From an optimization exercise on the open Yosys and OpenROAD flow, aimed at small area and a short achievable clock period; shortcuts taken in it are not production practice. In this exercise RTL edits were held to simulation tests only and were not proved equivalent to the original.

sierra:
Design Horner, start of the top module:
module Horner(input clk,
              input rst,
              input [31:0] x,
              input [31:0] cn,
              output wire [31:0] z);
Size: about 1400 cells after synthesis, ~98 I/O pins, about 14000 sq um of cells after synthesis.
clock: 8.5 ns
lec_check: 0
cap_margin: 20
core_margin: 2
core_utilization: 60
place_density: 0.7
setup_slack_margin: 2.5
slew_margin: 20
standard.sh (not shown) runs the stock make flow with config.mk's settings and CLKGATE_MAP_FILE= SYNTH_SCRIPT=/design/flow/synth_recipe.tcl, a recipe that flattens the netlist after the stock synthesis.
==> flow/flow/run.sh <==
#!/bin/bash
# Standard layout, with one netlist clean-up between synthesis and floorplan:
# fixinv.py removes the inverters synthesis leaves between full adders
# (a full adder is self-dual, so flipping its polarity needs no inverters).
set -euo pipefail
R=orfs/results/$FLOW_PLATFORM/Horner/base
bash standard.sh synth > synth.log 2>&1
cp $R/1_2_yosys.v $R/1_2_yosys.std.v
python3 flow/fixinv.py $R/1_2_yosys.std.v $R/1_2_yosys.v > fixinv.log 2>&1
rm -f $R/1_synth.odb $R/1_synth.sdc
bash standard.sh finish > layout.log 2>&1
Other scripts of this flow, unchanged in this note and not shown: flow/flow/fixinv.py
Relative to sierra, the following input files were edited for indigo:
Settings: CORE_UTILIZATION changed from 60 to 75; PLACE_DENSITY changed from 0.7 to 0.8.
==> comparison <==
Among indigo and sierra, the run that stopped before the end is indigo, and it is the only one. indigo | ERROR | 5_1_grt. From sierra to indigo the numbers moved as follows: horizontal die dimension shrank by 10%, setup slack at placement shrank by 0.032 ns, post-CTS setup buffer count grew by about 50%, number of instances in the placed design shrank by about 4.4%.
> inputs changed (indigo -> nickel)
Settings: changing SETUP_SLACK_MARGIN from 2.5 to 2; changing PLACE_DENSITY from 0.8 to 0.7; changing CORE_UTILIZATION from 75 to 60.
## What came out
- Every stage of the flow completed for nickel, and the final layout passed the timing, DRC and antenna checks.
- Compared with indigo, nickel shows a lower number of buffers inserted to repair setup after CTS.
- From nickel to indigo, gate count after technology mapping did not move at all.
- Cell area after placement in nickel vs indigo: up 0.57%
- Count of placed standard cells including taps (nickel / indigo): 1.05
- Summary — starting utilization of the core area, nickel relative to indigo: lower, by 14 points.
- Weighted congestion at the end of routability-driven global placement came out lower on nickel than on indigo.


Setup of job 6445:
Starting RTL as in the previous note.
Design Horner, start of the top module:
module Horner(input clk,
              input rst,
              input [31:0] x,
              input [31:0] cn,
              output wire [31:0] z);
    reg  a0_0;
    reg  a1_0;
    reg  a2_0;
    reg  a3_0;
    reg  a4_0;
    reg  a5_0;
    reg  a6_0;
    reg  a6_1;
    reg  a7_0;
    reg  a8_0;
    reg  a9_0;
    reg  a10_0;
    reg  a10_1;
    reg  a11_0;
    reg  a12_0;
    reg  a13_0;
    reg  a13_1;
    reg  a14_0;
    reg  a15_0;
    reg  a16_0;
    reg  a16_1;
    reg  a17_0;
    reg  a18_0;
    reg  a18_1;
    reg  a19_0;
    reg  a20_0;
    reg  a20_1;
    reg  a21_0;
    reg  a22_0;
    reg  a22_1;
    reg  a23_0;
    reg  a23_1;
    reg  a24_0;
    reg  a24_1;
    reg  a25_0;
    reg  a25_1;
    reg  a26_0;
    reg  a26_1;
    reg  a27_0;
    reg  a27_1;
    reg  a28_0;
    reg  a28_1;
    reg  a29_0;
    reg  a29_1;
    reg  a30_0;
    reg  a30_1;
    reg  a31_0;
    reg  a31_1;
    reg  a31_2;
    reg  a31_3;
    reg  a31_4;
    reg  a31_5;
    reg  a31_6;
    reg  a31_7;
    reg  a31_8;
    reg  a31_9;
    reg  a31_10;
    reg  a31_11;
    reg  a31_12;
    reg  a31_13;
    reg  a31_14;
    reg  a31_15;
    reg  a31_16;
    wire [31:0] acc;
    wire [31:0] cq = cn & {32{~rst}};
    assign z = acc;
    wire p6 = a6_0 ^ a6_1;
    wire g6 = a6_0 & a6_1;
    wire p10 = a10_0 ^ a10_1;
    wire g10 = a10_0 & a10_1;
    wire p13 = a13_0 ^ a13_1;
    wire g13 = a13_0 & a13_1;
    wire p16 = a16_0 ^ a16_1;
    wire g16 = a16_0 & a16_1;
    wire p18 = a18_0 ^ a18_1;
    wire g18 = a18_0 & a18_1;
    wire p20 = a20_0 ^ a20_1;
    wire g20 = a20_0 & a20_1;
    wire p22 = a22_0 ^ a22_1;
    wire g22 = a22_0 & a22_1;
    wire p23 = a23_0 ^ a23_1;
    wire g23 = a23_0 & a23_1;
    wire p24 = a24_0 ^ a24_1;
    wire g24 = a24_0 & a24_1;
    wire p25 = a25_0 ^ a25_1;
    wire g25 = a25_0 & a25_1;
    wire p26 = a26_0 ^ a26_1;
    wire g26 = a26_0 & a26_1;
    wire p27 = a27_0 ^ a27_1;
    wire g27 = a27_0 & a27_1;
    wire p28 = a28_0 ^ a28_1;
    wire g28 = a28_0 & a28_1;
    wire p29 = a29_0 ^ a29_1;
    wire g29 = a29_0 & a29_1;
    wire p30 = a30_0 ^ a30_1;
    wire g30 = a30_0 & a30_1;
  ...
Settings: LEC_CHECK=0, CAP_MARGIN=20, CORE_MARGIN=2, CORE_UTILIZATION=60, PLACE_DENSITY=0.7, SETUP_SLACK_MARGIN=2, SLEW_MARGIN=20; clock period 8.5 ns.
run.sh (not shown) runs the stock make flow with config.mk's settings and CLKGATE_MAP_FILE= SYNTH_SCRIPT=/design/flow/synth_recipe.tcl, a recipe that flattens the netlist after the stock synthesis.
Stock flow here: none of the scripts above is used.
Modified inputs, job 6424 compared to job 6445
- SETUP_SLACK_MARGIN: 2 -> 4
==> comparison <==
The flow did not stop early for job 6424: all stages ran, and the layout cleared the timing, DRC and antenna checks.
Lower non-clock buffer count goes to job 6445 over job 6424.
The run showing the greater number of instances on the worst hold path is job 6445.
Worst path buffer plus inverter count: job 6445 vs job 6424 identical
In job 6424 relative to job 6445, first-pass GRT wire length had gone up by more than 10%.
Taking job 6445 as the reference, in job 6424 worst hold slack higher, final setup slack of the worst path higher.
Summary: with job 6445 as the reference, routed length on met3 in job 6424 moved up by more than half.
Of job 6445 and job 6424, the run reporting the higher number of stages on the worst setup path was job 6445.
From job 6445 to job 6424 the numbers moved as follows: final area increased by about 20% relative to the old numbers; routed via count rose about 17%; post-place setup slack went up by 0.29 ns.
Input changes introduced in job 4502 (baseline for comparison: job 6424):
- SETUP_SLACK_MARGIN no longer set, was 4
- CORE_UTILIZATION now 40, was 60
- PLACE_DENSITY now 0.6, was 0.7
Findings:
- For job 6424, the top routing layer in use was met5, unlike job 4502, where it was met4.
- Compared job 4502 vs job 6424, and placeable core region is up in job 4502.
- Cmp job 4502 and job 6424 / number of buffer and inverter instances along the worst setup path / lower: job 4502
- Taking job 6424 over job 4502, the final-layout fill cell count ratio works out to 0.37.
- Of job 4502 and job 6424, job 6424 shows the higher non-clock buffering overhead in the final layout, with job 4502 below it.
- For job 4502, the critical path's slowest cell was sky130_fd_sc_hd__a21oi_2, unlike job 6424, where it was sky130_fd_sc_hd__a22oi_1.
- | post-layout worst setup margin | lower: job 4502 |
- Tapcell count grows by more than a quarter when moving from job 6424 to job 4502.
> inputs changed (job 4502 -> job 736)
- SETUP_SLACK_MARGIN now 3, previously not set
- PLACE_DENSITY now 0.7, was 0.6
- CORE_UTILIZATION now 60, was 40
### Flow results
- Job 736: worst setup slack 1.23 ns above job 4502
- Job 736 and job 4502 ended up with roughly the same endpoint required time on the critical path.
- [job 736] met3 capacity usage during global routing rose 4.6 points relative to job 4502
- Summary of job 736 over job 4502: final standard cell area without fillers up 0.0029 sq mm.
> inputs changed (job 736 -> job 5366)
- a change of CORE_UTILIZATION from 60 to 40
- a change of PLACE_DENSITY from 0.7 to 0.6
- a change of SETUP_SLACK_MARGIN from 3 to 2
Findings:
Per the comparison of job 5366 with job 736, non-clock buffer count went down about 32%; core utilization went down; fmax went down 0.018 GHz.
Via count of the first global-routing pass ended up 9.5% lower on job 5366 than on job 736.
Relative to job 736, the global-route wire length before repair of job 5366 is lower by 5700 um.
As of job 5366, total wire length after detailed routing had fallen by a little under 10% compared to job 736.
Comparing die area for job 5366 and job 736, the smaller number came from job 736.


## JK
Another version of the RTL of Horner (not shown whole).
For scale: ~98 I/O pins.
==> flow/config.mk <==
export PLATFORM = sky130hd
export DESIGN_NAME = Horner
export DESIGN_NICKNAME = Horner
export VERILOG_FILES = /design/flow/design.v
export SDC_FILE = /design/flow/constraint.sdc
export NUM_CORES = 4
export LEC_CHECK = 0
export CAP_MARGIN = 20
export CORE_MARGIN = 2
export CORE_UTILIZATION = 70
export PLACE_DENSITY = 0.8
export SETUP_SLACK_MARGIN = 2.5
export SLEW_MARGIN = 20
==> flow/constraint.sdc <==
create_clock -name core_clock -period 8.5 [get_ports {clk}]
set_input_delay 1.7000 -clock core_clock [delete_from_list [all_inputs] [get_ports {clk}]]
set_output_delay 1.7000 -clock core_clock [all_outputs]
set_load 0.01 [all_outputs]
standard.sh (not shown) runs the stock make flow with config.mk's settings and CLKGATE_MAP_FILE= SYNTH_SCRIPT=/design/flow/synth_recipe.tcl, a recipe that flattens the netlist after the stock synthesis.
==> flow/flow/run.sh <==
#!/bin/bash
set -euo pipefail
R=orfs/results/$FLOW_PLATFORM/Horner/base
bash standard.sh synth > synth.log 2>&1
cp $R/1_2_yosys.v $R/1_2_yosys.std.v
python3 flow/mapnet.py "$FLOW_DESIGN" $R/1_2_yosys.map.v > mapnet.log 2>&1
regs() { grep -o 'dfxtp_1 \\[^ ]*' "$1" | sort; }
if [[ "$(regs $R/1_2_yosys.std.v)" == "$(regs $R/1_2_yosys.map.v)" ]]; then
  echo "registers match: using the mapped netlist" >> mapnet.log
  cp $R/1_2_yosys.map.v $R/1_2_yosys.v
else
  echo "registers differ: using the standard netlist" >> mapnet.log
  python3 flow/fixinv.py $R/1_2_yosys.std.v $R/1_2_yosys.v > fixinv.log 2>&1
fi
rm -f $R/1_synth.odb $R/1_synth.sdc
# port buffers: plain buffers rather than the delay cells buffer_ports picks by default
export BUFFER_PORTS_ARGS="-buffer_cell sky130_fd_sc_hd__buf_2"
bash standard.sh finish > layout.log 2>&1
Other scripts of this flow, unchanged in this note and not shown: flow/flow/fixinv.py, flow/flow/mapnet.py
Input-level comparison between MS and JK:
Settings: SETUP_SLACK_MARGIN changed from 2.5 to 3; CORE_UTILIZATION changed from 70 to 60; PLACE_DENSITY changed from 0.8 to 0.7.
Notes after the runs:
Wire length: MS worse than JK. Against JK, MS comes in 0.13 ns higher on register-to-register slack. Starting utilization of the core area (lower): MS. Cmp MS vs JK: average via count per standard cell higher in MS. Hold slack: MS vs JK up 0.0061 ns. [compare] base=JK new=MS: clock period minus worst slack fell 0.23 ns; length in cells of the worst reg-to-reg path lower; sequential share of layout area decreased 1.2 points; post-DP HPWL stayed essentially flat. As far as number of hold violations in the final report goes, MS and JK are indistinguishable; the numbers are identical.
Modified inputs, AL compared to MS
Settings: SETUP_SLACK_MARGIN: 3 -> 2.5.
--- a/flow/flow/run.sh
+++ b/flow/flow/run.sh
@@ -16,3 +16,3 @@
 # port buffers: plain buffers rather than the delay cells buffer_ports picks by default
-export BUFFER_PORTS_ARGS="-buffer_cell sky130_fd_sc_hd__buf_2"
+export BUFFER_PORTS_ARGS="-buffer_cell sky130_fd_sc_hd__buf_1"
 bash standard.sh finish > layout.log 2>&1
--- outcome ---
- Compared to MS, the router laid down less metal wire for AL.
- Comparing share of the clock period used by the worst path after layout for AL and MS, the bigger number came from AL.
- Changes observed in AL relative to MS: pin count of the biggest net entering global routing fell by 1.


Horner again, from the RTL that the note above started with.
## Horner
module Horner(input clk,
              input rst,
              input [31:0] x,
              input [31:0] cn,
              output wire [31:0] z);
export LEC_CHECK = 0
export CAP_MARGIN = 20
export CORE_MARGIN = 2
export CORE_UTILIZATION = 65
export PLACE_DENSITY = 0.75
export SETUP_SLACK_MARGIN = 2.5
export SLEW_MARGIN = 20
create_clock -name core_clock -period 8.5 [get_ports {clk}]
==> flow/flow/run.sh <==
#!/bin/bash
set -euo pipefail
R=orfs/results/$FLOW_PLATFORM/Horner/base
bash standard.sh synth > synth.log 2>&1
cp $R/1_2_yosys.v $R/1_2_yosys.std.v
python3 flow/mapnet.py "$FLOW_DESIGN" $R/1_2_yosys.map.v > mapnet.log 2>&1
regs() { grep -o 'dfxtp_1 \\[^ ]*' "$1" | sort; }
if [[ "$(regs $R/1_2_yosys.std.v)" == "$(regs $R/1_2_yosys.map.v)" ]]; then
  echo "registers match: using the mapped netlist" >> mapnet.log
  cp $R/1_2_yosys.map.v $R/1_2_yosys.v
else
  echo "registers differ: using the standard netlist" >> mapnet.log
  python3 flow/fixinv.py $R/1_2_yosys.std.v $R/1_2_yosys.v > fixinv.log 2>&1
fi
rm -f $R/1_synth.odb $R/1_synth.sdc
# port buffers: plain buffers rather than the delay cells buffer_ports picks by default
export BUFFER_PORTS_ARGS="-buffer_cell sky130_fd_sc_hd__buf_2"
bash standard.sh finish > layout.log 2>&1
Other scripts of this flow, unchanged in this note and not shown: flow/flow/fixinv.py, flow/flow/mapnet.py
Then changed:
Settings changed: CORE_UTILIZATION 65 to 60, PLACE_DENSITY 0.75 to 0.7.
Setup slack gains 95 ps. Synthesized cell count stays the same. Sequential share of layout area stays flat. Global-route usage fell by 3.4 points. Critical path depth shrinks by 1.
Then changed:
Settings changed: SETUP_SLACK_MARGIN 2.5 to 2.7.
Effect: Final area rises by a few percent; wire length rises by roughly a tenth; die area does not change.
Then changed:
Settings changed: SETUP_SLACK_MARGIN 2.7 to 2.2.
The changed run completed without violations.
Routed wire length falls by 12%.
Setup slack gets worse by 360 ps.
Clock skew goes up by 7.7 ps.
Synthesized area is unchanged.
Core utilization went down by 6.2 points.
Worst hold slack gets worse by 10 ps.
Global-route usage goes down by 3.4 points.
Die area does not change.
Flip-flop and latch count does not change.


Horner again, from the RTL that the note above started with.
==> flow/config.mk <==
export PLATFORM = sky130hd
export DESIGN_NAME = Horner
export DESIGN_NICKNAME = Horner
export VERILOG_FILES = /design/flow/design.v
export SDC_FILE = /design/flow/constraint.sdc
export NUM_CORES = 4
export LEC_CHECK = 0
export CAP_MARGIN = 20
export CORE_MARGIN = 2
export CORE_UTILIZATION = 60
export PLACE_DENSITY = 0.7
export SETUP_SLACK_MARGIN = 2.5
export SLEW_MARGIN = 20
==> flow/constraint.sdc <==
create_clock -name core_clock -period 8.5 [get_ports {clk}]
set_input_delay 1.7000 -clock core_clock [delete_from_list [all_inputs] [get_ports {clk}]]
set_output_delay 1.7000 -clock core_clock [all_outputs]
set_load 0.01 [all_outputs]
Scripts as last shown in full above: flow/flow/run.sh
Other scripts of this flow, unchanged in this note and not shown: flow/flow/fixinv.py, flow/flow/mapnet.py
The first run produced a clean layout.
Next try:
--- a/flow/flow/run.sh
+++ b/flow/flow/run.sh
@@ -15,4 +15,2 @@
 rm -f $R/1_synth.odb $R/1_synth.sdc
-# port buffers: plain buffers rather than the delay cells buffer_ports picks by default
-export BUFFER_PORTS_ARGS="-buffer_cell sky130_fd_sc_hd__buf_2"
 bash standard.sh finish > layout.log 2>&1
=>
- The new run passed the timing, DRC and antenna checks
- die area stays the same
- flip-flop and latch count does not change
- global-route usage rises by 0.67 points
- clock skew is about the same
- wire length rises by 1.9%
- core utilization rises by 5.1 points
- worst setup slack gets worse by 25 ps
- via count rises by 1.1%

afterwards: timing with drivers on the ports:
How much do the figures lean on ideal ports? The routed layouts below were timed once more, with nothing changed but the port constraints.
Step 1, drivers: a clkbuf_16 drives clk and a buf_2 each remaining input, both assumed.
Step 2 adds t to the input delays and takes it off the output delays; t is the mean of the earliest and latest rising clock arrival at the registers after step 1. Input paths then give back, and output paths get back, about the clock's delay inside the block.
a / b / c = no drivers / after step 1 / after step 2; a / b = the first two.
| run | t (ns) | slack for setup (ns) | hold WS [ns] | worst setup path at the end | cell pins on the clock port's net |
|---|---|---|---|---|---|
| sierra | 0.400 | 2.568 / 2.600 / 2.200 | 0.890 / 0.890 / 0.890 | input to register | 1 |
| nickel | 0.400 | 2.106 / 2.134 / 1.734 | 0.965 / 0.965 / 0.965 | input to register | 1 |
| job 6445 | 0.402 | 2.117 / 2.151 / 1.750 | 0.784 / 0.784 / 0.784 | input to register | 1 |
| job 6424 | 0.404 | 2.383 / 2.382 / 1.978 | 1.075 / 1.075 / 1.075 | input to register | 1 |
| job 4502 | 0.413 | 1.550 / 1.575 / 1.161 | 0.792 / 0.792 / 0.792 | input to register | 1 |
| job 736 | 0.405 | 2.782 / 2.780 / 2.375 | 1.012 / 1.012 / 1.012 | input to register | 1 |
| job 5366 | 0.405 | 2.110 / 2.137 / 1.732 | 0.795 / 0.795 / 0.795 | input to register | 1 |
| JK | 0.341 | 2.554 / 2.573 / 2.232 | 1.076 / 1.076 / 1.076 | input to register | 1 |
| MS | 0.344 | 2.783 / 2.648 / 2.305 | 1.082 / 1.082 / 1.082 | input to register | 1 |
| AL | 0.335 | 2.550 / 2.573 / 2.239 | 1.229 / 1.229 / 1.229 | input to register | 1 |
| the first run of note 4 | 0.350 | 2.536 / 2.558 / 2.207 | 1.259 / 1.259 / 1.259 | input to register | 1 |
| the second run of note 4 | 0.349 | 2.631 / 2.653 / 2.304 | 1.312 / 1.312 / 1.312 | input to register | 1 |
| the third run of note 4 | 0.339 | 2.714 / 2.732 / 2.393 | 1.101 / 1.101 / 1.101 | input to register | 1 |
| the fourth run of note 4 | 0.354 | 2.356 / 2.377 / 2.022 | 1.091 / 1.091 / 1.091 | input to register | 1 |
| the first run of note 5 | 0.349 | 2.605 / 2.622 / 2.273 | 1.208 / 1.208 / 1.208 | input to register | 1 |
| the second run of note 5 | 0.341 | 2.580 / 2.568 / 2.228 | 1.175 / 1.175 / 1.175 | input to register | 1 |
After both steps every run listed still meets setup and hold. The setup slack of MS, which loses most, moves by -0.135 ns with the drivers and by -0.478 ns with both steps.
